Background: an optimization exercise with open tools, aiming at small area, a short achievable clock period and few clock cycles. Do not read the settings as production practice. Only simulation tests tie the RTL to the original design; equivalence was not proved. No activity file was given, so power comes from the tool's default toggle rates.

==> design.v <==
module alu #(
    parameter INT_W  = 4,
    parameter FRAC_W = 6,
    parameter INST_W = 4,
    parameter DATA_W = INT_W + FRAC_W
)(
    input                     i_clk,
    input                     i_rst_n,
    input                     i_valid,
    input signed [DATA_W-1:0] i_data_a,
    input signed [DATA_W-1:0] i_data_b,
    input        [INST_W-1:0] i_inst,
    output                    o_valid,
    output       [DATA_W-1:0] o_data
);
wire signed [9:0] a = i_data_a;
wire signed [9:0] b = i_data_b;
wire s_mul  = (i_inst[3:1] == 3'b001);
wire s_add  = (i_inst[3:1] == 3'b000);
wire is_sub = (i_inst == 4'd1);
wire is_mac = (i_inst == 4'd3);
wire s_tanh = (i_inst == 4'd4);
wire s_cpop = (i_inst == 4'd8);
wire t_r1 = (a <= -10'sd96);
wire t_r2 = !t_r1 && (a <= -10'sd32);
wire t_r5 = (a > 10'sd96);
wire t_r4 = !t_r5 && (a > 10'sd32);
wire t_r3 = !(t_r1 || t_r2 || t_r4 || t_r5);
wire [9:0] tanh_x = t_r1 ? -10'sd64 : t_r2 ? -10'sd16 : t_r4 ? 10'sd16 : t_r5 ? 10'sd64 : 10'sd0;
reg [3:0] clz, ctz;
integer k;
always @(*) begin
    clz = 4'd10;
    for (k = 0; k < 10; k = k + 1) if (a[k]) clz = 9 - k;
    ctz = 4'd10;
    for (k = 9; k >= 0; k = k - 1) if (a[k]) ctz = k;
end
wire [1:0] cp0 = a[0] + a[1] + a[2];
wire [1:0] cp1 = a[3] + a[4] + a[5];
wire [1:0] cp2 = a[6] + a[7] + a[8];
wire [9:0] rol_1 = b[0] ? {a[8:0], a[9]} : a;
wire [9:0] rol_2 = b[1] ? {rol_1[7:0], rol_1[9:8]} : rol_1;
wire [9:0] rol_4 = b[2] ? {rol_2[5:0], rol_2[9:6]} : rol_2;
wire [9:0] rol   = b[3] ? {rol_4[1:0], rol_4[9:2]} : rol_4;
reg [9:0] x;
always @(*) begin
    case (i_inst)
        4'd0:    x = b;
        4'd1:    x = ~b;
        4'd4:    x = tanh_x;
        4'd5:    x = a | ~b;
        4'd6:    x = {6'd0, clz};
        4'd7:    x = {6'd0, ctz};
        4'd8:    x = {8'd0, cp2};
        4'd9:    x = rol;
        default: x = 10'd0;
    endcase
end
wire ts1 = ~(a[0] & b[9]) ^ (a[1] & b[8]);
wire tc2 = ~(a[0] & b[9]) & (a[1] & b[8]);
wire ts3 = 1'b1 ^ ~(a[1] & b[9]) ^ (a[2] & b[8]);
wire tc4 = (1'b1 & ~(a[1] & b[9])) | (1'b1 & (a[2] & b[8])) | (~(a[1] & b[9]) & (a[2] & b[8]));
wire ts5 = 1'b1 ^ (a[0] & b[5]);
wire tc6 = 1'b1 & (a[0] & b[5]);
wire ts7 = (a[0] & b[6]) ^ (a[1] & b[5]) ^ (a[2] & b[4]);
wire tc8 = ((a[0] & b[6]) & (a[1] & b[5])) | ((a[0] & b[6]) & (a[2] & b[4])) | ((a[1] & b[5]) & (a[2] & b[4]));
wire ts9 = (a[0] & b[7]) ^ (a[1] & b[6]) ^ (a[2] & b[5]);
wire tc10 = ((a[0] & b[7]) & (a[1] & b[6])) | ((a[0] & b[7]) & (a[2] & b[5])) | ((a[1] & b[6]) & (a[2] & b[5]));
wire ts11 = (a[3] & b[4]) ^ (a[4] & b[3]);
wire tc12 = (a[3] & b[4]) & (a[4] & b[3]);
wire ts13 = (a[0] & b[8]) ^ (a[1] & b[7]) ^ (a[2] & b[6]);
wire tc14 = ((a[0] & b[8]) & (a[1] & b[7])) | ((a[0] & b[8]) & (a[2] & b[6])) | ((a[1] & b[7]) & (a[2] & b[6]));
wire ts15 = (a[3] & b[5]) ^ (a[4] & b[4]) ^ (a[5] & b[3]);
wire tc16 = ((a[3] & b[5]) & (a[4] & b[4])) | ((a[3] & b[5]) & (a[5] & b[3])) | ((a[4] & b[4]) & (a[5] & b[3]));
wire ts17 = (a[6] & b[2]) ^ (a[7] & b[1]);
wire tc18 = (a[6] & b[2]) & (a[7] & b[1]);
wire ts19 = (a[2] & b[7]) ^ (a[3] & b[6]) ^ (a[4] & b[5]);
wire tc20 = ((a[2] & b[7]) & (a[3] & b[6])) | ((a[2] & b[7]) & (a[4] & b[5])) | ((a[3] & b[6]) & (a[4] & b[5]));
wire ts21 = (a[5] & b[4]) ^ (a[6] & b[3]) ^ (a[7] & b[2]);
wire tc22 = ((a[5] & b[4]) & (a[6] & b[3])) | ((a[5] & b[4]) & (a[7] & b[2])) | ((a[6] & b[3]) & (a[7] & b[2]));
wire ts23 = (a[8] & b[1]) ^ ~(a[9] & b[0]) ^ ts1;
wire tc24 = ((a[8] & b[1]) & ~(a[9] & b[0])) | ((a[8] & b[1]) & ts1) | (~(a[9] & b[0]) & ts1);
wire ts25 = (a[3] & b[7]) ^ (a[4] & b[6]) ^ (a[5] & b[5]);
wire tc26 = ((a[3] & b[7]) & (a[4] & b[6])) | ((a[3] & b[7]) & (a[5] & b[5])) | ((a[4] & b[6]) & (a[5] & b[5]));
wire ts27 = (a[6] & b[4]) ^ (a[7] & b[3]) ^ (a[8] & b[2]);
wire tc28 = ((a[6] & b[4]) & (a[7] & b[3])) | ((a[6] & b[4]) & (a[8] & b[2])) | ((a[7] & b[3]) & (a[8] & b[2]));
wire ts29 = ~(a[9] & b[1]) ^ tc2 ^ ts3;
wire tc30 = (~(a[9] & b[1]) & tc2) | (~(a[9] & b[1]) & ts3) | (tc2 & ts3);
wire ts31 = ~(a[2] & b[9]) ^ (a[3] & b[8]) ^ (a[4] & b[7]);
wire tc32 = (~(a[2] & b[9]) & (a[3] & b[8])) | (~(a[2] & b[9]) & (a[4] & b[7])) | ((a[3] & b[8]) & (a[4] & b[7]));
wire ts33 = (a[5] & b[6]) ^ (a[6] & b[5]) ^ (a[7] & b[4]);
wire tc34 = ((a[5] & b[6]) & (a[6] & b[5])) | ((a[5] & b[6]) & (a[7] & b[4])) | ((a[6] & b[5]) & (a[7] & b[4]));
wire ts35 = (a[8] & b[3]) ^ ~(a[9] & b[2]) ^ tc4;
wire tc36 = ((a[8] & b[3]) & ~(a[9] & b[2])) | ((a[8] & b[3]) & tc4) | (~(a[9] & b[2]) & tc4);
wire ts37 = ~(a[3] & b[9]) ^ (a[4] & b[8]) ^ (a[5] & b[7]);
wire tc38 = (~(a[3] & b[9]) & (a[4] & b[8])) | (~(a[3] & b[9]) & (a[5] & b[7])) | ((a[4] & b[8]) & (a[5] & b[7]));
wire ts39 = (a[6] & b[6]) ^ (a[7] & b[5]) ^ (a[8] & b[4]);
wire tc40 = ((a[6] & b[6]) & (a[7] & b[5])) | ((a[6] & b[6]) & (a[8] & b[4])) | ((a[7] & b[5]) & (a[8] & b[4]));
wire ts41 = ~(a[4] & b[9]) ^ (a[5] & b[8]) ^ (a[6] & b[7]);
wire tc42 = (~(a[4] & b[9]) & (a[5] & b[8])) | (~(a[4] & b[9]) & (a[6] & b[7])) | ((a[5] & b[8]) & (a[6] & b[7]));
wire ts43 = (a[0] & b[4]) ^ (a[1] & b[3]);
wire tc44 = (a[0] & b[4]) & (a[1] & b[3]);
wire ts45 = (a[1] & b[4]) ^ (a[2] & b[3]) ^ (a[3] & b[2]);
wire tc46 = ((a[1] & b[4]) & (a[2] & b[3])) | ((a[1] & b[4]) & (a[3] & b[2])) | ((a[2] & b[3]) & (a[3] & b[2]));
wire ts47 = (a[4] & b[1]) ^ (a[5] & b[0]);
wire tc48 = (a[4] & b[1]) & (a[5] & b[0]);
wire ts49 = (a[3] & b[3]) ^ (a[4] & b[2]) ^ (a[5] & b[1]);
wire tc50 = ((a[3] & b[3]) & (a[4] & b[2])) | ((a[3] & b[3]) & (a[5] & b[1])) | ((a[4] & b[2]) & (a[5] & b[1]));
wire ts51 = (a[6] & b[0]) ^ tc6 ^ ts7;
wire tc52 = ((a[6] & b[0]) & tc6) | ((a[6] & b[0]) & ts7) | (tc6 & ts7);
wire ts53 = (a[5] & b[2]) ^ (a[6] & b[1]) ^ (a[7] & b[0]);
wire tc54 = ((a[5] & b[2]) & (a[6] & b[1])) | ((a[5] & b[2]) & (a[7] & b[0])) | ((a[6] & b[1]) & (a[7] & b[0]));
wire ts55 = ts11 ^ tc8 ^ ts9;
wire tc56 = (ts11 & tc8) | (ts11 & ts9) | (tc8 & ts9);
wire ts57 = (a[8] & b[0]) ^ tc12 ^ ts17;
wire tc58 = ((a[8] & b[0]) & tc12) | ((a[8] & b[0]) & ts17) | (tc12 & ts17);
wire ts59 = tc10 ^ ts13 ^ ts15;
wire tc60 = (tc10 & ts13) | (tc10 & ts15) | (ts13 & ts15);
wire ts61 = tc18 ^ tc14 ^ tc16;
wire tc62 = (tc18 & tc14) | (tc18 & tc16) | (tc14 & tc16);
wire ts63 = ts19 ^ ts21 ^ ts23;
wire tc64 = (ts19 & ts21) | (ts19 & ts23) | (ts21 & ts23);
wire ts65 = tc20 ^ tc22 ^ ts25;
wire tc66 = (tc20 & tc22) | (tc20 & ts25) | (tc22 & ts25);
wire ts67 = ts27 ^ tc24 ^ ts29;
wire tc68 = (ts27 & tc24) | (ts27 & ts29) | (tc24 & ts29);
wire ts69 = tc26 ^ tc28 ^ ts31;
wire tc70 = (tc26 & tc28) | (tc26 & ts31) | (tc28 & ts31);
wire ts71 = ts33 ^ tc30 ^ ts35;
wire tc72 = (ts33 & tc30) | (ts33 & ts35) | (tc30 & ts35);
wire ts73 = ~(a[9] & b[3]) ^ tc32 ^ tc34;
wire tc74 = (~(a[9] & b[3]) & tc32) | (~(a[9] & b[3]) & tc34) | (tc32 & tc34);
wire ts75 = ts37 ^ ts39 ^ tc36;
wire tc76 = (ts37 & ts39) | (ts37 & tc36) | (ts39 & tc36);
wire ts77 = (a[7] & b[6]) ^ (a[8] & b[5]) ^ ~(a[9] & b[4]);
wire tc78 = ((a[7] & b[6]) & (a[8] & b[5])) | ((a[7] & b[6]) & ~(a[9] & b[4])) | ((a[8] & b[5]) & ~(a[9] & b[4]));
wire ts79 = tc38 ^ tc40 ^ ts41;
wire tc80 = (tc38 & tc40) | (tc38 & ts41) | (tc40 & ts41);
wire ts81 = ~(a[5] & b[9]) ^ (a[6] & b[8]) ^ (a[7] & b[7]);
wire tc82 = (~(a[5] & b[9]) & (a[6] & b[8])) | (~(a[5] & b[9]) & (a[7] & b[7])) | ((a[6] & b[8]) & (a[7] & b[7]));
wire ts83 = (a[8] & b[6]) ^ ~(a[9] & b[5]) ^ tc42;
wire tc84 = ((a[8] & b[6]) & ~(a[9] & b[5])) | ((a[8] & b[6]) & tc42) | (~(a[9] & b[5]) & tc42);
wire ts85 = 1'b1 ^ ~(a[6] & b[9]) ^ (a[7] & b[8]);
wire tc86 = (1'b1 & ~(a[6] & b[9])) | (1'b1 & (a[7] & b[8])) | (~(a[6] & b[9]) & (a[7] & b[8]));
wire ts87 = (a[8] & b[7]) ^ ~(a[9] & b[6]);
wire tc88 = (a[8] & b[7]) & ~(a[9] & b[6]);
wire ts89 = 1'b1 ^ ~(a[7] & b[9]) ^ (a[8] & b[8]);
wire tc90 = (1'b1 & ~(a[7] & b[9])) | (1'b1 & (a[8] & b[8])) | (~(a[7] & b[9]) & (a[8] & b[8]));
wire ts91 = (a[0] & b[3]) ^ (a[1] & b[2]);
wire tc92 = (a[0] & b[3]) & (a[1] & b[2]);
wire ts93 = (a[2] & b[2]) ^ (a[3] & b[1]) ^ (a[4] & b[0]);
wire tc94 = ((a[2] & b[2]) & (a[3] & b[1])) | ((a[2] & b[2]) & (a[4] & b[0])) | ((a[3] & b[1]) & (a[4] & b[0]));
wire ts95 = tc44 ^ ts5 ^ ts47;
wire tc96 = (tc44 & ts5) | (tc44 & ts47) | (ts5 & ts47);
wire ts97 = tc48 ^ tc46 ^ ts49;
wire tc98 = (tc48 & tc46) | (tc48 & ts49) | (tc46 & ts49);
wire ts99 = tc50 ^ ts53 ^ tc52;
wire tc100 = (tc50 & ts53) | (tc50 & tc52) | (ts53 & tc52);
wire ts101 = tc54 ^ ts57 ^ tc56;
wire tc102 = (tc54 & ts57) | (tc54 & tc56) | (ts57 & tc56);
wire ts103 = tc58 ^ tc60 ^ ts61;
wire tc104 = (tc58 & tc60) | (tc58 & ts61) | (tc60 & ts61);
wire ts105 = tc62 ^ ts65 ^ tc64;
wire tc106 = (tc62 & ts65) | (tc62 & tc64) | (ts65 & tc64);
wire ts107 = tc66 ^ ts69 ^ ts71;
wire tc108 = (tc66 & ts69) | (tc66 & ts71) | (ts69 & ts71);
wire ts109 = tc70 ^ ts73 ^ tc72;
wire tc110 = (tc70 & ts73) | (tc70 & tc72) | (ts73 & tc72);
wire ts111 = ts77 ^ tc74 ^ ts79;
wire tc112 = (ts77 & tc74) | (ts77 & ts79) | (tc74 & ts79);
wire ts113 = tc78 ^ ts81 ^ tc80;
wire tc114 = (tc78 & ts81) | (tc78 & tc80) | (ts81 & tc80);
wire ts115 = ts87 ^ tc82 ^ ts85;
wire tc116 = (ts87 & tc82) | (ts87 & ts85) | (tc82 & ts85);
wire ts117 = ~(a[9] & b[7]) ^ tc88 ^ tc86;
wire tc118 = (~(a[9] & b[7]) & tc88) | (~(a[9] & b[7]) & tc86) | (tc88 & tc86);
wire ts119 = 1'b1 ^ ~(a[8] & b[9]) ^ ~(a[9] & b[8]);
wire tc120 = (1'b1 & ~(a[8] & b[9])) | (1'b1 & ~(a[9] & b[8])) | (~(a[8] & b[9]) & ~(a[9] & b[8]));
wire ts121 = (a[0] & b[2]) ^ (a[1] & b[1]);
wire tc122 = (a[0] & b[2]) & (a[1] & b[1]);
wire ts123 = (a[2] & b[1]) ^ (a[3] & b[0]) ^ ts91;
wire tc124 = ((a[2] & b[1]) & (a[3] & b[0])) | ((a[2] & b[1]) & ts91) | ((a[3] & b[0]) & ts91);
wire ts125 = tc92 ^ ts43 ^ ts93;
wire tc126 = (tc92 & ts43) | (tc92 & ts93) | (ts43 & ts93);
wire ts127 = tc94 ^ ts45 ^ ts95;
wire tc128 = (tc94 & ts45) | (tc94 & ts95) | (ts45 & ts95);
wire ts129 = tc96 ^ ts51 ^ ts97;
wire tc130 = (tc96 & ts51) | (tc96 & ts97) | (ts51 & ts97);
wire ts131 = tc98 ^ ts55 ^ ts99;
wire tc132 = (tc98 & ts55) | (tc98 & ts99) | (ts55 & ts99);
wire ts133 = ts59 ^ tc100 ^ ts101;
wire tc134 = (ts59 & tc100) | (ts59 & ts101) | (tc100 & ts101);
wire ts135 = ts63 ^ tc102 ^ ts103;
wire tc136 = (ts63 & tc102) | (ts63 & ts103) | (tc102 & ts103);
wire ts137 = tc104 ^ ts67 ^ ts105;
wire tc138 = (tc104 & ts67) | (tc104 & ts105) | (ts67 & ts105);
wire ts139 = tc68 ^ tc106 ^ ts107;
wire tc140 = (tc68 & tc106) | (tc68 & ts107) | (tc106 & ts107);
wire ts141 = ts75 ^ ts109 ^ tc108;
wire tc142 = (ts75 & ts109) | (ts75 & tc108) | (ts109 & tc108);
wire ts143 = tc76 ^ ts111 ^ tc110;
wire tc144 = (tc76 & ts111) | (tc76 & tc110) | (ts111 & tc110);
wire ts145 = ts83 ^ ts113 ^ tc112;
wire tc146 = (ts83 & ts113) | (ts83 & tc112) | (ts113 & tc112);
wire ts147 = tc84 ^ ts115 ^ tc114;
wire tc148 = (tc84 & ts115) | (tc84 & tc114) | (ts115 & tc114);
wire ts149 = ts89 ^ tc116 ^ ts117;
wire tc150 = (ts89 & tc116) | (ts89 & ts117) | (tc116 & ts117);
wire ts151 = tc90 ^ ts119 ^ tc118;
wire tc152 = (tc90 & ts119) | (tc90 & tc118) | (ts119 & tc118);
wire ts153 = 1'b1 ^ (a[9] & b[9]) ^ tc120;
wire tc154 = (1'b1 & (a[9] & b[9])) | (1'b1 & tc120) | ((a[9] & b[9]) & tc120);
wire [19:0] row0 = {tc154, tc152, tc150, tc148, tc146, tc144, tc142, tc140, tc138, tc136, tc134, tc132, tc130, tc128, tc126, tc124, tc122, (a[2] & b[0]), (a[0] & b[1]), (a[0] & b[0])};
wire [19:0] row1 = {1'b0, ts153, ts151, ts149, ts147, ts145, ts143, ts141, ts139, ts137, ts135, ts133, ts131, ts129, ts127, ts125, ts123, ts121, (a[1] & b[0]), 1'b0};
wire [6:0] lo = row0[5:0] + row1[5:0];
wire s_a  = s_add | (s_tanh & t_r3);
wire s_ah = s_tanh & (t_r2 | t_r4);
wire [13:0] a_ext  = {4'b1111, ~a[9], a[8:0]};
wire [13:0] ah_ext = {4'b1111, ~a[9], a[9:1]};
wire        s_none = !(s_mul | s_a | s_ah);
wire [13:0] p = ({14{s_mul}} & row0[19:6]) | ({14{s_a}} & a_ext) | ({14{s_ah}} & ah_ext)
              | ({14{s_none}} & {5'b11111, 7'd0, cp0 & {2{s_cpop}}});
wire [13:0] q = ({14{s_mul}} & row1[19:6]) | ({14{s_cpop}} & {12'd0, cp1});
wire        c = s_mul ? lo[6] : (is_sub | (s_ah & a[0]) | (s_cpop & a[9]));
reg        o_valid_r;
reg  [9:0] x_r;
reg [13:0] p_r, q_r;
reg        c_r;
always @(posedge i_clk or negedge i_rst_n) begin
    if (!i_rst_n) begin
        o_valid_r <= 1'b0;
        x_r       <= 10'd0;
    end else begin
        o_valid_r <= i_valid;
        if (i_valid && !is_mac) x_r <= x;
        else if (o_valid_r)     x_r <= o_data;
    end
end
always @(posedge i_clk) begin
    p_r <= p;
    q_r <= q;
    c_r <= c;
end
wire [13:0] xrow = {4'b0000, ~x_r[9], x_r[8:0]};
wire [13:0] xs = p_r ^ q_r ^ xrow;
wire [13:0] xc = (p_r & q_r) | (p_r & xrow) | (q_r & xrow);
wire [14:0] sum = {xs, 1'b1} + {xc[12:0], 1'b0, c_r};
wire [13:0] S = sum[14:1];
wire        ovf = ~(&S[13:9] | ~|S[13:9]);
assign o_valid = o_valid_r;
assign o_data  = ovf ? {S[13], {9{~S[13]}}} : S[9:0];
endmodule
==> standard.sh <==
#!/bin/bash
# synth_recipe.tcl (not shown) runs the flow's synth.tcl, then flattens the netlist and writes it again
# the make line also repeats each setting of config.mk as NAME=value (left out here)
make -C /OpenROAD-flow-scripts/flow DESIGN_CONFIG=/design/flow/config.mk WORK_HOME=/design/flow/orfs CLKGATE_MAP_FILE= SYNTH_SCRIPT=/design/flow/synth_recipe.tcl "${@:-finish}"
==> flow/run.sh <==
#!/bin/bash
# The standard layout with two changes:
#  - the input and output ports are buffered with buf_2 cells (buffer_ports
#    otherwise picks a slow delay buffer);
#  - synthesis is the standard one except for ABC's mapping: the logic from
#    the registers to o_data keeps ORFS's area script (abc_area.script), the
#    logic from the inputs to the registers, which has timing to spare, is
#    mapped for area only (abc_s1.script). flow/abc_split.tcl replaces the
#    single abc call of ORFS's synth.tcl.
set -euo pipefail
W=$PWD
awk -v blk="$W/flow/abc_split.tcl" '{
  if ($0 == "  log_cmd abc {*}$abc_args") { while ((getline l < blk) > 0) print l; close(blk) }
  else print
}' "$FLOW_HOME/scripts/synth.tcl" > synth_split.tcl
grep -q 'ABC_S1' synth_split.tcl
sed "s#source \$::env(SCRIPTS_DIR)/synth.tcl#source $W/synth_split.tcl#" synth_recipe.tcl > synth_top.tcl
grep -q 'synth_split.tcl' synth_top.tcl
bash standard.sh "BUFFER_PORTS_ARGS=-buffer_cell sky130_fd_sc_hd__buf_2" \
  "SYNTH_SCRIPT=$W/synth_top.tcl" \
  "ABC_S1=$W/flow/abc_s1.script" \
  "ABC_S2=$FLOW_HOME/scripts/abc_area.script" \
  finish > standard_flow.log 2>&1
==> config.mk <==
export PLATFORM = sky130hd
export DESIGN_NAME = alu
export DESIGN_NICKNAME = alu
export VERILOG_FILES = /design/flow/design.v
export SDC_FILE = /design/flow/constraint.sdc
export NUM_CORES = 4
export LEC_CHECK = 0
export ABC_AREA = 1
export CAP_MARGIN = 20
export CORE_MARGIN = 2
export CORE_UTILIZATION = 40
export SETUP_SLACK_MARGIN = 3.5
export SLEW_MARGIN = 20
==> constraint.sdc <==
create_clock -name core_clock -period 9.0 [get_ports {i_clk}]
set_input_delay 1.8000 -clock core_clock [delete_from_list [all_inputs] [get_ports {i_clk}]]
set_output_delay 1.8000 -clock core_clock [all_outputs]
set_load 0.01 [all_outputs]
==> flow/abc_s1.script <==
strash
dch
map -a
topo
==> flow/abc_split.tcl <==
  # Map the logic in the cone of the outputs (from the registers to o_data)
  # and the rest (from the inputs to the registers) with separate ABC scripts.
  set abc_rest [lrange $abc_args 2 end]
  select -set s2 o:o_data {%ci*:-sky130_fd_sc_hd__dfxtp_1[D,CLK]:-sky130_fd_sc_hd__dfrtp_1[D,CLK,RESET_B]}
  select -set s1 * @s2 %d
  log_cmd abc -script $::env(ABC_S1) {*}$abc_rest @s1
  log_cmd abc -script $::env(ABC_S2) {*}$abc_rest @s2
  select -clear
==> results of run 1 <==
-- worst min-delay path, delay by kind of cell, from the launching register on --
| kind | cells | cell delay, ns |
|---|---|---|
| AOI/OAI and AO/OA | 1 | 0.10 |
| DFF | 1 | 0.37 |
| and+or+nand+nor | 1 | 0.06 |
-- state kept, by name, indices dropped and copies added (netlist names) --
register and count:
x_r 10, o_valid_r 1, p_r 14, c_r 1, q_r 13
-- worst max path at each step --
stage                startpoint      to  slack (ns)  cells after the start
CTS                   i_inst[3]  x_r[4]        3.58                      9
global route          i_inst[3]  x_r[7]        3.55                      9
detailed placement    i_inst[3]  x_r[0]        3.30                      9
global placement      i_inst[3]  x_r[7]        3.59                      9
floorplan           i_data_a[1]  p_r[5]        4.55                     11
finish                i_inst[3]  x_r[4]        3.94                      9
-- metal layers --
metal / GRT usage / vias to the layer above / share of wire
li1: - / 2604 / -
met1: 0.336 / 2548 / 0.44
met2: 0.405 / 180 / 0.48
met3: 0.0228 / 17 / 0.064
met4: 0.0553 / 0 / 0.015
met5: 0 / - / 0
-- cell families (layout without fill, tap and decap cells) --
group,Yosys count,count (layout),synth area share
muxes,2,2,0.00355
xor gates and xnor gates,9,9,0.0140
adders and majority gates,109,109,0.343
buffers and inverters,141,187,0.0939
AOI/OAI and AO/OA,134,134,0.140
DFF,39,39,0.148
and+or+nand+nor,350,350,0.257
-- power breakdown --
part           internal [mW]  switching, mW  total (mW)  leakage, nW
Clock                  0.136         0.0672       0.203       0.0864
Combinational          0.252          0.420       0.673         2.28
Sequential             0.199         0.0194       0.218        0.363
Total                  0.587          0.507        1.09         2.73
-- area by class of cell --
| type | instances | area [um2] | share of cell area |
|---|---|---|---|
| Multi-Input combinational cell | 604 | 4270 | 0.685 |
| Sequential cell | 39 | 836 | 0.134 |
| Timing Repair Buffer | 38 | 193 | 0.0309 |
| Clock buffer | 7 | 175 | 0.0281 |
| Tap cell | 180 | 225 | 0.0361 |
| Inverter | 141 | 529 | 0.0849 |
| Clock inverter | 1 | 7.51 | 0.00120 |
-- through the flow --
stage | util | hold slack, ns | area [um2] | setup slack [ns]
final | 0.451 | 0.579 | 6240 | 3.94
after global routing | 0.451 | 0.619 | 6240 | 3.55
after CTS | 0.451 | 0.585 | 6240 | 3.58
after detailed placement | 0.438 | 0.576 | 6050 | 3.30
after global placement | 0.438 | 0.574 | 6050 | 3.59
after floorplan | - | 0.542 | 5640 | 4.55
-- cells in the mapped netlist, types with 2 or more instances --
master,instances,area (um2)
a211oi_1,2,15.0
a21oi_1,38,190
a221oi_1,2,17.5
a22oi_1,3,22.5
a31oi_1,4,25.0
clkinv_1,107,402
dfrtp_1,11,275
dfxtp_1,28,561
fa_1,76,1520
ha_1,33,413
inv_1,31,116
inv_2,3,11.3
mux2i_1,2,20.0
nand2_1,187,702
nand2_2,9,56.3
nand2_4,3,33.8
nand3_1,12,60.1
nand3_2,4,40.0
nand4_1,7,43.8
nor2_1,108,405
nor3_1,18,90.1
o2111ai_1,5,43.8
o211ai_1,5,37.5
o21ai_0,57,285
o221ai_1,7,61.3
o31ai_1,3,22.5
xnor2_1,5,43.8
xor2_1,4,35.0
==> key figures, run 1 <==
Worst setup path
  – Worst-path cell chain: buf_2 -> nor2_1 -> clkinv_1 -> nor2_1 -> clkinv_1 -> o21ai_1 -> clkinv_1 -> nor3_1 -> a21oi_1
  – Max incr delay on CP: 0.71 ns
  – Buffers & Inverters on Critical Path: 4
  – Top cell by count, worst path: clkinv_1
  – Slowest cell on the critical path: clkinv_1
  – Crit start category: input port
  – Critical Path End Type: register
  – Worst r2r dst: x_r[5]
  – Critical path's top delay family: buffers and inverters
  – Critical path class: in2reg
  – Number of cells on the worst reg-to-reg path: 14
  – Crit path required time: 9.15 ns
  – Max FO, Critical Path: 21
  – R2r startpoint: x_r[9]
  – CP Data Arrival Time: 5.22 ns
  – FF-to-FF setup slack: just over 6 ns

Global routing
  – Largest net degree at the start of global routing: 22
  – First-pass GRT wire length: 27800 um
  – Gr usage total: 0.241
  – Total grt overflow: 0
  – Vias in the first global route: ~5300
  – Initial antenna violation count: 0

Synth
  – Number of synthesized flops with an enable pin: 0
  – Main synth FF type: dfxtp_1
  – Mapped cell area: between 5000 and 6000 um2
  – Synth unique cells: 38
  – #FFs+latches synth: 39
  – Post-Syn Nets: 920
  – Share of synthesized registers carrying an async set or reset: 0.282
  – Syn_area_per_cell: between 7 and 8 um2
  – Mapped Cells: 784
  – Post-synthesis sequential area ratio: 0.148
  – Synthesis Warnings: 1

Hold path
  – Worst Hold Class: reg2reg
  – Hold-critical path depth: 2
  – Hold EP: x_r[3]
  – Launch point of the worst hold path: x_r[3]

Clock network
  – Postcts setup bufs: 0
  – Clock Latency Late Sink: 0.28 ns
  – Post-cts resize count: 0
  – Clock Pin Slew Worst Setup and Hold Paths: 0.05 ns
  – CTS Hold Bufs: 0
  – CTS tree: done
  – Count of clock tree sinks: 39
  – Max H-tree Level: 2
  – CTS Buf Count: 5
  – Clock Path Buffers: 2
  – Root buf cell: clkbuf_16

Drt
  – Vias per cell: around 5.3
  – WL final: 16900 um
  – Via count: 5349
  – DRT antenna net count: 0
  – Post-route DRC: 0
  – Drt initial violations: 312
  – WL/cell: ~17 um
  – DRT Pass-1 Iters: 6

Layout
  – Area growth syn-to-layout: 10.7%
  – Ratio of cells with drive above 1 in the final layout: 0.0819
  – Fillers: 1509
  – Leading cell types in the layout, fill and taps excluded: 187 x nand2_1, 108 x nor2_1, 107 x clkinv_1, 76 x fa_1, 56 x o21ai_0
  – Post-Layout Cell Count: 1010
  – Final nets: 965
  – Diodes inserted: 0
  – Commonest non-fill, non-tap cell in the layout: nand2_1

STA
  – Final number of hold-violating endpoints: 0
  – RSZ-0062 raised after global routing: no
  – Fin Clk Skew: ~0.004 ns
  – Min cycle time layout: 5.06 ns
  – Slew HR: 0.457
  – Pins Over Slew Limit: 0
  – Setup violators final: 0
  – Worst slew pin tran: 0.810 ns
  – Max Freq: approximately 0.2 GHz
  – Total negative slack: 0 ns
  – Period utilisation layout: 0.563

Die
  – Die X: approximately 120 um
  – Die area: 15100 um2
  – Core ar.: 13800 um2
  – Initial cell density of the core: 0.408
  – Die height: 123 um
  – # IOs: 38
  – Row count: 43

Run
  – Max-Cap Viols: 0

Placed design
  – Port Buffers: 37
  – Hpwl dp: approximately 14000 um
  – Placed cell count: 1002
  – Routability cong.: 0.932

Status
  – Run status: timing/DRC/antenna clean

Power
  – Maximum vdd ir drop: 77.5 uV
  – Pleak: 2.73 nW
  – Pwr Density: 175 nW/um2
  – Overall power: 1.09 mW
Testbench counts, summed over its fixed seeds: cycles 24,000.
==> run 2, diff against run 1 <==
==> flow/abc_s1.script (replaced) <==
strash
dc2
dch -f
map -a
topo
stime -c
buffer -c
upsize -c
dnsize -c
--- a/config.mk
+++ b/config.mk
@@ -9,5 +9,5 @@
 export CAP_MARGIN = 20
 export CORE_MARGIN = 2
 export CORE_UTILIZATION = 40
-export SETUP_SLACK_MARGIN = 3.5
+export SETUP_SLACK_MARGIN = 4.7
 export SLEW_MARGIN = 20
==> run 2 against run 1 <==
Design area up 14%. Final cell count up 3.9%. Area after synthesis up 3.2%. Sequential share of layout area down 1.6 points. Clock skew up 0.0017 ns. Global-route usage down 0.54 points. Critical endpoint is now o_data[0].
==> key figures, run 2 <==
Layout
  – Fillers: 1416 (-6.2%)
  – Ratio of cells with drive above 1 in the final layout: 0.260 (+0.178)
  – Final nets: 1000 (+3.6%)
  – Area growth syn-to-layout: 22.2%
  – Largest Register: p_r
  – Final Cell Area: 7110 um2 (+14%)
  – Diodes inserted: 0 (unchanged)
  – Fin util: 0.495 (+0.0435)
  – Commonest non-fill, non-tap cell in the layout: nand2_1
  – Max reg flops: 14 (unchanged)
  – Biggest regs: p_r (14), q_r (13), x_r (10)
  – Leading cell types in the layout, fill and taps excluded: 136 x nand2_1, 107 x inv_1, 103 x nor2_1, 72 x fa_1, 41 x nand2_2
  – Area occupied by multi-input gates: 4620 um2 (+8.1%)
  – Reg area: 836 um2 (unchanged)

Worst setup path
  – Crit path from: x_r[3]
  – R2r startpoint: x_r[3]
  – Critical Path End Type: output port
  – Max incr delay on CP: 0.51 ns (-0.20 ns)
  – Worst-path cell chain: fa_1 -> ha_4 -> nand2_4 -> nor2_1 -> nand3_1 -> nand4_1 -> nand2_2 -> nor2_2 -> nand2_2 -> nand2_4 -> nand2_1 -> nand2_1 -> buf_2
  – Worst r2r dst: x_r[1]
  – Critical path class: reg2out
  – CP Data Arrival Time: 2.69 ns (-2.53 ns)
  – Crit path required time: 7.20 ns (-1.95 ns)
  – Crit start category: register
  – Slowest cell on the critical path: fa_1
  – Max FO, Critical Path: 4 (-81%)
  – FF-to-FF setup slack: 6.22 ns (+0.09 ns)
  – Number of cells on the worst reg-to-reg path: 18 (+4)

Global routing
  – Vias in the first global route: 5530 (+4.0%)
  – First-pass GRT wire length: 29200 um (+5.0%)
  – Gr usage total: 0.236 (-0.00543)
  – Initial antenna violation count: 0 (unchanged)
  – Largest net degree at the start of global routing: 23 (+4.5%)
  – Total grt overflow: 0 (unchanged)

Placed design
  – DP Area: 6110 um2 (+0.99%)
  – Routability cong.: 0.916 (-1.7%)
  – Port Buffers: 37 (unchanged)
  – Hpwl dp: 14100 um (+2.2%)
  – Setup Slack @ Placement: 4.24 ns (+0.943 ns)

STA
  – Hold WS: 0.556 ns (-0.0234 ns)
  – Pins Over Slew Limit: 0 (unchanged)
  – Total negative slack: 0 ns (unchanged)
  – Final number of hold-violating endpoints: 0 (unchanged)
  – Max Freq: 0.223 GHz (+13%)
  – Worst slew pin tran: 1.02 ns (+0.212 ns)
  – Slew HR: 0.313 (-0.144)
  – Min cycle time layout: 4.49 ns (-0.577 ns)
  – Period utilisation layout: 0.499 (-0.0641)
  – Fin Clk Skew: 0.00558 ns (+0.00169 ns)
  – RSZ-0062 raised after global routing: yes
  – Worst setup margin: 4.51 ns (+0.577 ns)
  – Setup violators final: 0 (unchanged)

Die
  – Initial cell density of the core: 0.405 (-0.00300)
  – Row count: 44 (+2.3%)
  – Die height: 125 um (+1.5%)
  – Die area: 15500 um2 (+3.0%)
  – # IOs: 38 (unchanged)
  – Core ar.: 14400 um2 (+3.9%)
  – Die X: 125 um (+1.5%)

Synth
  – Post-Syn Nets: 939 (+2.1%)
  – Mapped cell area: 5810 um2 (+3.2%)
  – Main synth FF type: dfxtp_1
  – Synth area leader: fa_1
  – Commonest cells post-synth: 168 x nand2_1, 125 x inv_1, 116 x nor2_1
  – #FFs+latches synth: 39 (unchanged)
  – Post-synthesis sequential area ratio: 0.144 (-0.00453)
  – Syn_area_per_cell: 7.24 um2 (+0.71%)
  – Number of synthesized flops with an enable pin: 0 (unchanged)
  – Synthesis Warnings: 1 (unchanged)
  – Most common cell in the netlist: nand2_1
  – Synth unique cells: 51 (+34%)
  – Share of synthesized registers carrying an async set or reset: 0.282 (unchanged)
  – Largest cells by area after synthesis: fa_1 26%, nand2_1 11%, dfxtp_1 9.6%
  – Mapped Cells: 803 (+2.4%)
  – Top-area cell type share of the netlist area: 0.262 (-0.00825)

Clock network
  – Clock Path Buffers: 2 (unchanged)
  – CTS Buf Count: 5 (unchanged)
  – Max H-tree Level: 2 (unchanged)
  – Clock Latency Late Sink: 0.28 ns (about the same)
  – Count of clock tree sinks: 39 (unchanged)
  – Clock Pin Slew Worst Setup and Hold Paths: 0.06 ns (about the same)
  – CTS tree: done
  – Root buf cell: clkbuf_16

Run
  – Max-Cap Viols: 0 (unchanged)

Power
  – Maximum vdd ir drop: 95.8 uV (+24%)
  – Pwr Density: 211 nW/um2 (+20%)
  – Pleak: 3.34 nW (+22%)

Drt
  – DRT antenna net count: 0 (unchanged)
  – WL final: 18300 um (+8.5%)
  – Via count: 5539 (+3.6%)
  – DRT Pass-1 Iters: 6 (unchanged)
  – Vias per cell: 5.28 (-0.30%)
  – WL/cell: 17.4 um (+4.5%)
  – Post-route DRC: 0 (unchanged)
  – Drt initial violations: 511 (+64%)

Hold path
  – Hold-critical path depth: 2 (unchanged)
  – Hold EP: x_r[5]
  – Launch point of the worst hold path: x_r[5]
  – Worst Hold Class: reg2reg

Status
  – Run status: timing/DRC/antenna clean
run 2: cell count changes in the layout (fill, tap and decap cells not counted), moves of 9 or more:
cell	before	now
nand2_1	187	136
ha_1	33	22
nand2_2	9	41
nor3_1	18	5
clkinv_1	107	0
ha_4	0	9
inv_1	31	107
o21ai_1	1	18
nor2_2	1	17
buf_2	37	16
inv_2	3	22
buf_6	0	14
o21ai_0	56	25
buf_4	1	39
run 2: repair_timing:
item                       in CTS  in global routing
hold endpoints to repair        0                  0
pin swaps                      18                 45
resized for setup              45                 94
cloned                          1                  2
hold buffers                    0                  0
setup endpoints to repair      20                 35
buffers inserted               19                 20
run 2: worst max path at each step:
stage / cells past startpoint / slack, ns / end
floorplan: 11 / 4.70 / q_r[4]
global placement: 11 / 4.27 / q_r[4]
detailed placement: 11 / 4.24 / q_r[4]
CTS: 14 / 4.52 / o_data[0]
global route: 16 / 4.39 / o_data[0]
finish: 13 / 4.51 / o_data[0]
run 2: layer usage:
layer  wire, um  share of wire  global-route usage
met3       1170          0.064              0.0262
met1       8020           0.44               0.327
met4        502          0.027              0.0714
met5          0              0                   0
met2       8610           0.47               0.388
run 2: per-stage QoR:
| stage | cells | total power, mW |
|---|---|---|
| floorplan | 803 | 0.764 |
| global placement | 999 | 0.946 |
| detailed placement | 999 | 0.954 |
| CTS | 1027 | 1.38 |
| global route | 1049 | 1.62 |
| finish | 1049 | 1.50 |
run 2: cells by family after synthesis:
kind of cell	Yosys count	share of synthesized area
AOI/OAI and AO/OA	138	0.149
muxes	1	0.00172
buffers and inverters	171	0.116
xor gates and xnor gates	9	0.0136
adders and majority gates	109	0.333
DFF	39	0.144
and+or+nand+nor	336	0.243
run 2: critical path: cells and delay by family (launching register included):
family        cells  cell delay (ns)
simple gates     10             1.01
fa+ha+maj         2             0.85
buf+inv           1             0.13
flops             1             0.40
run 2: where the power goes:
part           switching, mW  leakage [nW]  internal [mW]  total (mW)
Sequential            0.0248         0.362          0.205       0.230
Clock                 0.0716        0.0911          0.159       0.231
Combinational          0.567          2.89          0.469        1.04
Total                  0.664          3.34          0.833        1.50
run 2: layout make-up:
type / count / area share
Multi-Input combinational cell: 595 / 0.650
Timing Repair inverter: 1 / 0.000704
Timing Repair Buffer: 76 / 0.0849
Sequential cell: 39 / 0.118
Tap cell: 184 / 0.0324
Clock inverter: 2 / 0.00845
Inverter: 146 / 0.0882
Clock buffer: 6 / 0.0181
==> run 3, diff against run 2 <==
--- a/config.mk
+++ b/config.mk
@@ -9,5 +9,5 @@
 export CAP_MARGIN = 20
 export CORE_MARGIN = 2
 export CORE_UTILIZATION = 40
-export SETUP_SLACK_MARGIN = 4.7
+export SETUP_SLACK_MARGIN = 4.4
 export SLEW_MARGIN = 20
==> run 3 against run 2 <==
Largest cell class unchanged. Via count decreased by 1.4%. Global-route usage decreased by 0.60 points. Critical endpoint unchanged. Synthesized cell count unchanged. First-iteration DRC count decreased by 14%. Count of clock-buffer cells in the layout increased by 1. Core utilization decreased by 3.1 points. Routed wire length decreased by 0.84%. Still clean. Setup slack got worse by 0.17 ns. Sequential power about the same. Area after synthesis unchanged.
==> key figures, run 3 <==
Drt
  – WL final: 18100 um (-0.84%)
  – Via count: 5462 (-1.4%)
  – Drt initial violations: 440 (-14%)
  – Vias per cell: 5.32 (+0.82%)
  – DRT Pass-1 Iters: 5 (-1)
  – Post-route DRC: 0 (unchanged)
  – DRT antenna net count: 0 (unchanged)
  – WL/cell: 17.7 um (+1.4%)

Synth
  – Number of synthesized flops with an enable pin: 0 (unchanged)
  – Mapped cell area: 5810 um2 (unchanged)
  – Post-synthesis sequential area ratio: 0.144 (unchanged)
  – Synthesis Warnings: 1 (unchanged)
  – Largest cells by area after synthesis: fa_1 26%, nand2_1 11%, dfxtp_1 9.6%
  – Synth unique cells: 51 (unchanged)
  – Mapped Cells: 803 (unchanged)
  – Share of synthesized registers carrying an async set or reset: 0.282 (unchanged)
  – Post-Syn Nets: 939 (unchanged)
  – Commonest cells post-synth: 168 x nand2_1, 125 x inv_1, 116 x nor2_1
  – #FFs+latches synth: 39 (unchanged)
  – Synth area leader: fa_1
  – Top-area cell type share of the netlist area: 0.262 (unchanged)
  – Syn_area_per_cell: 7.24 um2 (unchanged)
  – Most common cell in the netlist: nand2_1
  – Main synth FF type: dfxtp_1

STA
  – Total negative slack: 0 ns (unchanged)
  – Pins Over Slew Limit: 0 (unchanged)
  – RSZ-0062 raised after global routing: yes
  – Period utilisation layout: 0.518 (+0.0189)
  – Setup violators final: 0 (unchanged)
  – Max Freq: 0.215 GHz (-3.6%)
  – Final number of hold-violating endpoints: 0 (unchanged)
  – Fin Clk Skew: 0.00812 ns (+0.00255 ns)
  – Slew HR: 0.365 (+0.0520)
  – Worst slew pin tran: 0.945 ns (-0.0774 ns)
  – Worst setup margin: 4.34 ns (-0.170 ns)
  – Min cycle time layout: 4.66 ns (+0.170 ns)

Layout
  – Largest Register: p_r
  – Area growth syn-to-layout: 14.6%
  – Biggest regs: p_r (14), q_r (13), x_r (10)
  – Leading cell types in the layout, fill and taps excluded: 149 x nand2_1, 121 x inv_1, 111 x nor2_1, 76 x fa_1, 37 x a21oi_1
  – Diodes inserted: 0 (unchanged)
  – Ratio of cells with drive above 1 in the final layout: 0.185 (-0.0748)
  – Area occupied by multi-input gates: 4540 um2 (-1.6%)
  – Reg area: 837 um2 (+0.15%)
  – Fillers: 1462 (+3.2%)
  – Commonest non-fill, non-tap cell in the layout: nand2_1
  – Final nets: 977 (-2.3%)
  – Max reg flops: 14 (unchanged)

Worst setup path
  – Critical path's top delay family: simple AND/OR/NAND/NOR gates
  – Max FO, Critical Path: 5 (+1)
  – Max incr delay on CP: 0.52 ns (about the same)
  – R2r startpoint: x_r[3]
  – CP Data Arrival Time: 2.86 ns (+0.17 ns)
  – Crit start category: register
  – Crit path required time: 7.20 ns (about the same)
  – Top cell by count, worst path: nand2_2
  – Worst-path cell chain: fa_1 -> ha_4 -> nand2_4 -> nor2_1 -> nand2_1 -> nand2_2 -> nand2_2 -> nand3_2 -> nand2_2 -> nand2_2 -> nand4_1 -> nand2_4 -> nand2_4 -> buf_6
  – Critical Path End Type: output port
  – Crit path from: x_r[3]
  – Slowest cell on the critical path: fa_1
  – Critical path class: reg2out
  – Buffers & Inverters on Critical Path: 1 (unchanged)

Clock network
  – Max H-tree Level: 2 (unchanged)
  – Clock Path Buffers: 2 (unchanged)
  – CTS tree: done
  – Clock Pin Slew Worst Setup and Hold Paths: 0.06 ns (about the same)
  – Clock Latency Late Sink: 0.28 ns (about the same)
  – CTS Buf Count: 5 (unchanged)
  – Count of clock tree sinks: 39 (unchanged)
  – Root buf cell: clkbuf_16

Global routing
  – Total grt overflow: 0 (unchanged)
  – Gr usage total: 0.230 (-0.00604)
  – First-pass GRT wire length: 28400 um (-2.5%)
  – Vias in the first global route: 5359 (-3.1%)
  – Largest net degree at the start of global routing: 23 (unchanged)
  – Initial antenna violation count: 0 (unchanged)

Die
  – Die X: 125 um (unchanged)
  – Die height: 125 um (unchanged)
  – Die area: 15500 um2 (unchanged)
  – Initial cell density of the core: 0.405 (unchanged)
  – Core ar.: 14400 um2 (unchanged)
  – # IOs: 38 (unchanged)
  – Row count: 44 (unchanged)

Hold path
  – Worst Hold Class: reg2reg
  – Launch point of the worst hold path: x_r[9]

Power
  – Maximum vdd ir drop: 94.7 uV (-1.1%)
  – Pwr Density: 208 nW/um2 (-1.3%)
  – Pleak: 3.22 nW (-3.6%)

Placed design
  – Setup Slack @ Placement: 4.13 ns (-0.118 ns)
  – Port Buffers: 37 (unchanged)
  – Routability cong.: 0.908 (-0.89%)
  – Hpwl dp: 13900 um (-1.5%)

Status
  – Run status: timing/DRC/antenna clean

Run
  – Max-Cap Viols: 0 (unchanged)
## run 3: changes by cell type in the layout (fill, tap and decap cells not counted), moves of 4 or more
cell	before	now
buf_2	16	30
buf_4	39	16
buf_6	14	7
clkbuf_4	5	0
clkinvlp_4	9	3
fa_1	72	76
fa_2	4	0
inv_1	107	121
nand2_1	136	149
nand2_2	41	24
nand2_4	6	11
nor2_1	103	111
nor2_2	17	9
## run 3: routing by layer
layer,wire length (um),global-route usage,up-vias
met1,7950,0.328,2604
met2,8600,0.377,223
met3,1230,0.0168,26
li1,-,-,2609
met5,0,0,-
met4,358,0.0641,0
## run 3: metrics by stage
step / utilization / cell area (um2) / instances / total power, mW / hold WS (ns)
final: 0.464 / 6660 / 1026 / 1.39 / 0.553
after global placement: 0.425 / 6100 / 999 / 0.951 / 0.569
after detailed placement: 0.425 / 6100 / 999 / 0.958 / 0.566
after global routing: 0.464 / 6660 / 1026 / 1.51 / 0.586
after floorplan: - / 5810 / 803 / 0.762 / 0.537
after CTS: 0.437 / 6280 / 1007 / 1.15 / 0.578
## run 3: kinds of logic (layout without fill, tap and decap cells)
kind of cell	after synthesis	in the layout	share of synthesized area
and+or+nand+nor	336	338	0.243
buffers and inverters	171	208	0.116
AOI/OAI and AO/OA	138	138	0.149
adders and majority gates	109	109	0.333
DFF	39	39	0.144
xor gates and xnor gates	9	9	0.0136
muxes	1	1	0.00172
## run 3: cell type report
cell class,instances,share of cell area
Multi-Input combinational cell,595,0.682
Sequential cell,39,0.126
Inverter,146,0.0843
Timing Repair Buffer,53,0.0524
Tap cell,184,0.0346
Clock buffer,7,0.0199
Clock inverter,1,0.000751
Timing Repair inverter,1,0.000751
## run 3: power breakdown
| group | switching [mW] | leakage, nW | total (mW) | internal [mW] |
|---|---|---|---|---|
| Combinational | 0.555 | 2.79 | 0.991 | 0.436 |
| Sequential | 0.0219 | 0.362 | 0.227 | 0.205 |
| Clock | 0.0648 | 0.0679 | 0.167 | 0.102 |
| Total | 0.642 | 3.22 | 1.39 | 0.743 |
## run 3: repair_timing
item / CTS / global route
gates resized for setup: 5 / 58
hold buffers: 0 / 0
endpoints found under the setup margin: 9 / 11
setup buffers: 0 / 16
gates cloned: 0 / 3
endpoints found under the hold margin: 0 / 0
pin swaps: 0 / 37
## run 3: worst reg2reg max path, cell delays in order, from the launching register on
cell	delay (ns)
dfrtp_1	0.40
fa_1	0.52
ha_4	0.33
nand2_4	0.07
nor2_1	0.10
nand2_1	0.08
nand2_2	0.11
nand2_2	0.09
nand3_2	0.07
nand2_2	0.05
nand2_2	0.09
nand4_1	0.23
nand2_2	0.21
nand2_2	0.08
buf_4	0.14
a22oi_1	0.18
a21oi_1	0.09
## run 3: final timing paths
check                            end  cells after the start  slack [ns]
min in group asynchronous     x_r[0]                      1        1.38
setup / recovery           o_data[0]                     14        4.34
hold reg to reg               x_r[9]                      2        0.55
setup reg to reg              x_r[3]                     16        6.03
max in group asynchronous     x_r[8]                      1        7.40
hold / removal                x_r[9]                      2        0.55
==> run 4, diff against run 3 <==
--- a/config.mk
+++ b/config.mk
@@ -8,6 +8,6 @@
 export ABC_AREA = 1
 export CAP_MARGIN = 20
 export CORE_MARGIN = 2
-export CORE_UTILIZATION = 40
-export SETUP_SLACK_MARGIN = 4.4
+export CORE_UTILIZATION = 30
+export SETUP_SLACK_MARGIN = 3.5
 export SLEW_MARGIN = 20
==> run 4 against run 3 <==
Still clean on timing, DRC and antenna. Final cell count is 5.6% higher. Clock skew is 0.0021 ns higher. Combinational power is 26% lower. Non-clock buffer count is 16 lower. Fmax is 0.42% lower. Hold slack better by 0.012 ns. Synthesized cell count stayed put. Area after synthesis stayed put. Register-to-register slack better by 0.19 ns. Die area is 32% higher. Power is 16% lower. Global-route usage is 4.8 points lower. Highest routed layer unchanged.
==> key figures, run 4 <==
Status
  – Run status: timing/DRC/antenna clean

Synth
  – Synth unique cells: 51 (unchanged)
  – Mapped Cells: 803 (unchanged)
  – #FFs+latches synth: 39 (unchanged)
  – Commonest cells post-synth: 168 x nand2_1, 125 x inv_1, 116 x nor2_1
  – Top-area cell type share of the netlist area: 0.262 (unchanged)
  – Syn_area_per_cell: 7.24 um2 (unchanged)
  – Largest cells by area after synthesis: fa_1 26%, nand2_1 11%, dfxtp_1 9.6%
  – Main synth FF type: dfxtp_1
  – Synth area leader: fa_1
  – Synthesis Warnings: 1 (unchanged)
  – Most common cell in the netlist: nand2_1
  – Mapped cell area: 5810 um2 (unchanged)
  – Share of synthesized registers carrying an async set or reset: 0.282 (unchanged)
  – Post-synthesis sequential area ratio: 0.144 (unchanged)
  – Post-Syn Nets: 939 (unchanged)
  – Number of synthesized flops with an enable pin: 0 (unchanged)

Drt
  – Drt initial violations: 441 (+0.23%)
  – WL/cell: 16.4 um (-7.5%)
  – Vias per cell: 4.87 (-8.6%)
  – DRT Pass-1 Iters: 5 (unchanged)
  – Post-route DRC: 0 (unchanged)
  – Wire length on met3: 1140 um (-7.1%)
  – Met2 Wirelength: 7830 um (-9.0%)
  – Uppermost layer routed: met4
  – DRT antenna net count: 0 (unchanged)
  – M1 wire length: 8250 um (+3.8%)
  – Via count: 5272 (-3.5%)
  – WL final: 17700 um (-2.4%)

STA
  – Worst slew pin tran: 1.00 ns (+0.0586 ns)
  – Final number of hold-violating endpoints: 0 (unchanged)
  – Setup violators final: 0 (unchanged)
  – Pins Over Slew Limit: 0 (unchanged)
  – Slew HR: 0.325 (-0.0394)
  – Total negative slack: 0 ns (unchanged)
  – Fin Clk Skew: 0.0102 ns (+0.00208 ns)
  – Period utilisation layout: 0.520 (+0.00219)
  – Worst setup margin: 4.32 ns (-0.0197 ns)
  – RSZ-0062 raised after global routing: no
  – Max Freq: 0.214 GHz (-0.42%)
  – Min cycle time layout: 4.68 ns (+0.0197 ns)

Global routing
  – First-pass GRT wire length: 28600 um (+0.53%)
  – Largest net degree at the start of global routing: 23 (unchanged)
  – Total grt overflow: 0 (unchanged)
  – Gr usage total: 0.181 (-0.0482)
  – Vias in the first global route: 5161 (-3.7%)
  – Initial antenna violation count: 0 (unchanged)

Clock network
  – Clock Path Buffers: 2 (unchanged)
  – Postcts setup bufs: 0 (unchanged)
  – Clock Latency Late Sink: 0.28 ns (about the same)
  – Root buf cell: clkbuf_16
  – Post-cts resize count: 0 (-5)
  – CTS Buf Count: 5 (unchanged)
  – Max H-tree Level: 2 (unchanged)
  – CTS tree: done
  – Clock Pin Slew Worst Setup and Hold Paths: 0.07 ns (about the same)
  – Count of clock tree sinks: 39 (unchanged)
  – CTS Hold Bufs: 0 (unchanged)

Worst setup path
  – Critical Path End Type: register
  – CP Data Arrival Time: 4.84 ns (+1.98 ns)
  – Critical path class: in2reg
  – Crit path required time: 9.16 ns (+1.96 ns)
  – Max FO, Critical Path: 20 (+15)
  – FF-to-FF setup slack: 6.22 ns (+0.19 ns)
  – Crit start category: input port

Die
  – Initial cell density of the core: 0.309 (-0.0959)
  – Die height: 143 um (+15%)
  – Die area: 20500 um2 (+32%)
  – Die X: 143 um (+15%)
  – Row count: 50 (+14%)
  – # IOs: 38 (unchanged)
  – Core ar.: 18800 um2 (+31%)

Layout
  – Diodes inserted: 0 (unchanged)
  – Area growth syn-to-layout: 9.51%
  – Fillers: 2033 (+39%)
  – Largest Register: p_r
  – Max reg flops: 14 (unchanged)
  – Final nets: 958 (-1.9%)
  – Commonest non-fill, non-tap cell in the layout: nand2_1
  – Biggest regs: p_r (14), q_r (13), x_r (10)
  – Ratio of cells with drive above 1 in the final layout: 0.119 (-0.0662)
  – Leading cell types in the layout, fill and taps excluded: 168 x nand2_1, 125 x inv_1, 116 x nor2_1, 76 x fa_1, 38 x a21oi_1

Run
  – Max-Cap Viols: 0 (unchanged)

Placed design
  – Routability cong.: 0.904 (-0.42%)
  – Setup Slack @ Placement: 4.06 ns (-0.0652 ns)
  – Hpwl dp: 14400 um (+3.7%)
  – Port Buffers: 37 (unchanged)

Power
  – Pleak: 3.13 nW (-2.6%)
  – Maximum vdd ir drop: 70.4 uV (-26%)
  – Pwr Density: 183 nW/um2 (-12%)

Hold path
  – Worst Hold Class: reg2reg
## run 4: cell types whose count changed in the layout (fill, tap and decap cells not counted), moves of 2 or more
cell	change
ha_4	-9
nand2_4	-8
clkbuf_1	-2
nor2_2	-4
inv_1	+4
nor2_1	+5
ha_1	+10
buf_6	-7
nand2_1	+19
clkinvlp_4	-3
buf_2	+7
nand2_2	-13
buf_4	-16
## run 4: kinds of logic after synthesis
group,Yosys count,synth area share
AND/OR/NAND/NOR,336,0.243
flip-flops,39,0.144
buffers and inverters,171,0.116
AO/OA/AOI/OAI,138,0.149
adder cells (fa/ha/maj),109,0.333
XOR/XNOR,9,0.0136
multiplexers,1,0.00172
## run 4: area by class of cell
cell class / count / area, um2 / area share
clock buffer: 5 / 125 / 0.0197
clock inverter: 3 / 43.8 / 0.00688
inverter: 146 / 551 / 0.0865
multi-input combinational: 593 / 4300 / 0.676
sequential: 39 / 836 / 0.131
tap: 260 / 325 / 0.0511
timing repair buffer: 37 / 185 / 0.0291
## run 4: critical path: stages
cell and delay [ns]:
buf_2 0.20, inv_1 0.48, nor2_1 0.15, fa_1 0.57, inv_1 0.06, fa_1 0.36, inv_1 0.07, fa_1 0.47
fa_1 0.39, a22oi_1 0.17, o21ai_0 0.10
## run 4: stage by stage
| stage | instance area (um2) | hold WS (ns) | util | instances | total power, mW |
|---|---|---|---|---|---|
| 2_1_floorplan | 5810 | 0.537 | - | 803 | 0.762 |
| 3_3_place_gp | 6200 | 0.550 | 0.329 | 1075 | 0.954 |
| 3_5_place_dp | 6200 | 0.564 | 0.329 | 1075 | 0.962 |
| 4_1_cts | 6370 | 0.574 | 0.338 | 1083 | 1.17 |
| 5_1_grt | 6370 | 0.597 | 0.338 | 1083 | 1.29 |
| 6_report | 6370 | 0.566 | 0.338 | 1083 | 1.17 |
## run 4: per-layer routing
metal,GRT usage,vias up
li1,-,2561
met1,0.258,2470
met3,0.0208,30
met2,0.289,211
met4,0.0547,0
met5,0,-
## run 4: worst paths after layout
kind / start / endpoint / depth (start not counted)
setup / recovery: i_data_b[1] / p_r[5] / 11
hold / removal: x_r[9] / x_r[9] / 2
setup reg to reg: x_r[9] / x_r[3] / 14
hold reg to reg: x_r[9] / x_r[9] / 2
max in group asynchronous: i_rst_n / x_r[4] / 1
min in group asynchronous: i_rst_n / x_r[3] / 1
## run 4: power breakdown
group          internal (mW)  switching [mW]  leakage, nW  total (mW)
clock network          0.131          0.0741       0.0838       0.205
logic                  0.274           0.459         2.69       0.733
registers              0.205          0.0243        0.362       0.229
total                  0.609           0.557         3.13        1.17
==> run 5, diff against run 4 <==
--- a/config.mk
+++ b/config.mk
@@ -8,6 +8,6 @@
 export ABC_AREA = 1
 export CAP_MARGIN = 20
 export CORE_MARGIN = 2
-export CORE_UTILIZATION = 30
+export CORE_UTILIZATION = 50
 export SETUP_SLACK_MARGIN = 3.5
 export SLEW_MARGIN = 20
==> run 5 against run 4 <==
Critical path depth rose by 3. Final cell count fell by 11%. Sequential share of layout area rose by 0.32 points. Synthesized cell count did not move. Combinational power rose by 2%. Clock power fell by 5%. Critical path type is now reg2out. Highest routed layer is now met5.
==> key figures, run 5 <==
STA
  – Pins Over Slew Limit: 0 (unchanged)
  – Fin Clk Skew: 0.00906 ns (-0.00114 ns)
  – Worst slew pin tran: 1.04 ns (+0.0401 ns)
  – Total negative slack: 0 ns (unchanged)
  – RSZ-0062 raised after global routing: no
  – Min cycle time layout: 4.73 ns (+0.0559 ns)
  – Period utilisation layout: 0.526 (+0.00621)
  – Hold WS: 0.602 ns (+0.0363 ns)
  – Setup violators final: 0 (unchanged)
  – Slew HR: 0.299 (-0.0270)
  – Max Freq: 0.211 GHz (-1.2%)
  – Final number of hold-violating endpoints: 0 (unchanged)

Global routing
  – Gr usage total: 0.306 (+0.124)
  – Vias in the first global route: 5539 (+7.3%)
  – Initial antenna violation count: 1 (+1)
  – Total grt overflow: 0 (unchanged)
  – First-pass GRT wire length: 29700 um (+3.7%)
  – Largest net degree at the start of global routing: 23 (unchanged)

Synth
  – Syn_area_per_cell: 7.24 um2 (unchanged)
  – Main synth FF type: dfxtp_1
  – Synth unique cells: 51 (unchanged)
  – Post-Syn Nets: 939 (unchanged)
  – Mapped Cells: 803 (unchanged)
  – Share of synthesized registers carrying an async set or reset: 0.282 (unchanged)
  – Synthesis Warnings: 1 (unchanged)
  – Commonest cells post-synth: 168 x nand2_1, 125 x inv_1, 116 x nor2_1
  – Largest cells by area after synthesis: fa_1 26%, nand2_1 11%, dfxtp_1 9.6%
  – Synth area leader: fa_1
  – Post-synthesis sequential area ratio: 0.144 (unchanged)
  – Number of synthesized flops with an enable pin: 0 (unchanged)
  – #FFs+latches synth: 39 (unchanged)
  – Most common cell in the netlist: nand2_1
  – Top-area cell type share of the netlist area: 0.262 (unchanged)
  – Mapped cell area: 5810 um2 (unchanged)

Layout
  – Max reg flops: 14 (unchanged)
  – Area occupied by multi-input gates: 4300 um2 (unchanged)
  – Final nets: 958 (unchanged)
  – Biggest regs: p_r (14), q_r (13), x_r (10)
  – Fin util: 0.547 (+0.209)
  – Ratio of cells with drive above 1 in the final layout: 0.119 (unchanged)
  – Leading cell types in the layout, fill and taps excluded: 168 x nand2_1, 125 x inv_1, 116 x nor2_1, 76 x fa_1, 38 x a21oi_1
  – Commonest non-fill, non-tap cell in the layout: nand2_1
  – Fillers: 1144 (-44%)
  – Area growth syn-to-layout: 6.91%
  – Diodes inserted: 0 (unchanged)
  – Reg area: 836 um2 (unchanged)
  – Largest Register: p_r
  – Final Cell Area: 6210 um2 (-2.4%)

Worst setup path
  – Max incr delay on CP: 0.54 ns (-0.03 ns)
  – Critical path class: reg2out
  – Top cell by count, worst path: nand2_1
  – Critical path's top delay family: simple AND/OR/NAND/NOR gates
  – Crit path required time: 7.20 ns (-1.96 ns)
  – Crit start category: register
  – CP Depth: 14 (+3)
  – Slowest cell on the critical path: fa_1
  – Buffers & Inverters on Critical Path: 2 (-2)
  – CP Data Arrival Time: 2.93 ns (-1.91 ns)
  – Max FO, Critical Path: 9 (-55%)
  – Number of cells on the worst reg-to-reg path: 14 (unchanged)
  – Critical Path End Type: output port
  – Worst-path cell chain: fa_1 -> inv_1 -> ha_1 -> nand2_1 -> nor2_1 -> nand3_1 -> nand4_1 -> nand2_1 -> nor2_1 -> nand2_1 -> nand2_4 -> nand2_1 -> nand2_1 -> buf_2

Placed design
  – Hpwl dp: 14900 um (+3.6%)
  – DP Area: 6050 um2 (-2.4%)
  – Port Buffers: 37 (unchanged)
  – Routability cong.: 0.994 (+10%)

Die
  – Initial cell density of the core: 0.511 (+0.203)
  – Die height: 112 um (-22%)
  – Die area: 12500 um2 (-39%)
  – Die X: 112 um (-22%)
  – Core ar.: 11400 um2 (-40%)
  – # IOs: 38 (unchanged)
  – Row count: 39 (-22%)

Clock network
  – Post-cts resize count: 0 (unchanged)
  – Root buf cell: clkbuf_16
  – Count of clock tree sinks: 39 (unchanged)
  – CTS tree: done
  – Postcts setup bufs: 0 (unchanged)
  – Clock Path Buffers: 2 (unchanged)
  – CTS Hold Bufs: 0 (unchanged)
  – Max H-tree Level: 2 (unchanged)
  – Clock Latency Late Sink: 0.29 ns (about the same)
  – Clock Pin Slew Worst Setup and Hold Paths: 0.06 ns (about the same)
  – CTS Buf Count: 5 (unchanged)

Drt
  – WL/cell: 19.1 um (+17%)
  – DRT Pass-1 Iters: 7 (+2)
  – Vias per cell: 5.68 (+17%)
  – WL final: 18500 um (+4.3%)
  – Post-route DRC: 0 (unchanged)
  – Drt initial violations: 486 (+10%)
  – DRT antenna net count: 0 (unchanged)
  – Via count: 5487 (+4.1%)

Power
  – Pleak: 3.13 nW (about the same)
  – Overall power: 1.17 mW (+0.60%)
  – Pwr Density: 189 nW/um2 (+3.0%)
  – Maximum vdd ir drop: 135 uV (+92%)

Run
  – Max-Cap Viols: 0 (unchanged)

Hold path
  – Hold-critical path depth: 2 (unchanged)
  – Worst Hold Class: reg2reg

Status
  – Run status: timing/DRC/antenna clean
==> run 5: cell count changes in the layout (fill, tap and decap cells not counted), sizes merged <==
cell    change
clkbuf      +1
bufinv      -1
==> run 5: final timing paths <==
path	from	end	slack, ns
worst max register to register	x_r[9]	x_r[3]	6.13
worst min-delay path	x_r[9]	x_r[9]	0.60
worst max-delay path	x_r[9]	o_data[3]	4.27
min in group asynchronous	i_rst_n	x_r[9]	1.38
worst min register to register	x_r[9]	x_r[9]	0.60
max in group asynchronous	i_rst_n	x_r[5]	7.42
==> run 5: report_power, final <==
part	switching (mW)	internal (mW)	leakage, nW
combinational	0.469	0.276	2.69
clock	0.0758	0.120	0.0820
sequential	0.0289	0.205	0.362
==> run 5: tightest hold or removal path, cell delays in order, from the launching register on <==
cell and delay (ns):
dfrtp_1 0.39, nor2_1 0.06, a21oi_1 0.10
==> run 5: per-stage QoR <==
| step | setup WS (ns) | std cells |
|---|---|---|
| 4_1_cts | 4.27 | 966 |
| 3_3_place_gp | 4.18 | 958 |
| 6_report | 4.27 | 966 |
| 3_5_place_dp | 4.15 | 958 |
| 2_1_floorplan | 4.44 | 803 |
| 5_1_grt | 4.07 | 966 |
==> run 5: cell families after synthesis <==
| kind of cell | share of synthesized area |
|---|---|
| xor+xnor | 0.0136 |
| buf+inv | 0.116 |
| flops | 0.144 |
| fa+ha+maj | 0.333 |
| mux | 0.00172 |
| simple gates | 0.243 |
| compound gates | 0.149 |
==> run 5: layout make-up <==
class,instances,area share
Multi-Input combinational cell,593,0.692
Sequential cell,39,0.134
Inverter,146,0.0886
Timing Repair Buffer,37,0.0298
Tap cell,143,0.0288
Clock buffer,6,0.0242
Clock inverter,2,0.00221
==> run 5: layer usage <==
metal	GRT usage	part of all wire	up-vias
li1	-	-	2572
met3	0.0414	0.068	54
met2	0.497	0.47	243
met5	0	0.00076	-
met1	0.414	0.43	2616
met4	0.124	0.034	2

## static timing again, ports no longer ideal
How much do the figures lean on ideal ports? The routed layouts below were timed once more, with nothing changed but the port constraints.
Step 1 (the two cells are an assumption about what drives the block):
set clk [get_ports {i_clk}]
set_driving_cell -lib_cell sky130_fd_sc_hd__clkbuf_16 $clk
set_driving_cell -lib_cell sky130_fd_sc_hd__buf_2 [delete_from_list [all_inputs] $clk]
Step 2 adds t to the input delays and takes it off the output delays; t is the mean of the earliest and latest rising clock arrival at the registers after step 1. Input paths then give back, and output paths get back, about the clock's delay inside the block.
Slacks: no drivers / after step 1 / after step 2; pairs: no drivers / after step 1.
| run | shift t [ns] | slack for setup (ns) | clock arrival spread, ns | worst register clock-pin slew, ns |
|---|---|---|---|---|
| run 1 | 0.310 | 3.935 / 3.947 / 3.637 | 0.003 / 0.004 | 0.06 / 0.06 |
| run 2 | 0.321 | 4.512 / 4.472 / 4.398 | 0.006 / 0.005 | 0.06 / 0.06 |
| run 3 | 0.312 | 4.342 / 4.302 / 4.195 | 0.008 / 0.008 | 0.06 / 0.06 |
| run 4 | 0.317 | 4.322 / 4.339 / 4.022 | 0.010 / 0.011 | 0.07 / 0.07 |
| run 5 | 0.322 | 4.266 / 4.233 / 4.120 | 0.009 / 0.009 | 0.07 / 0.07 |
After both steps setup and hold are still met in every run listed. For run 4, which loses most, drivers alone change the setup slack by +0.017 ns; drivers and shift together by -0.300 ns.
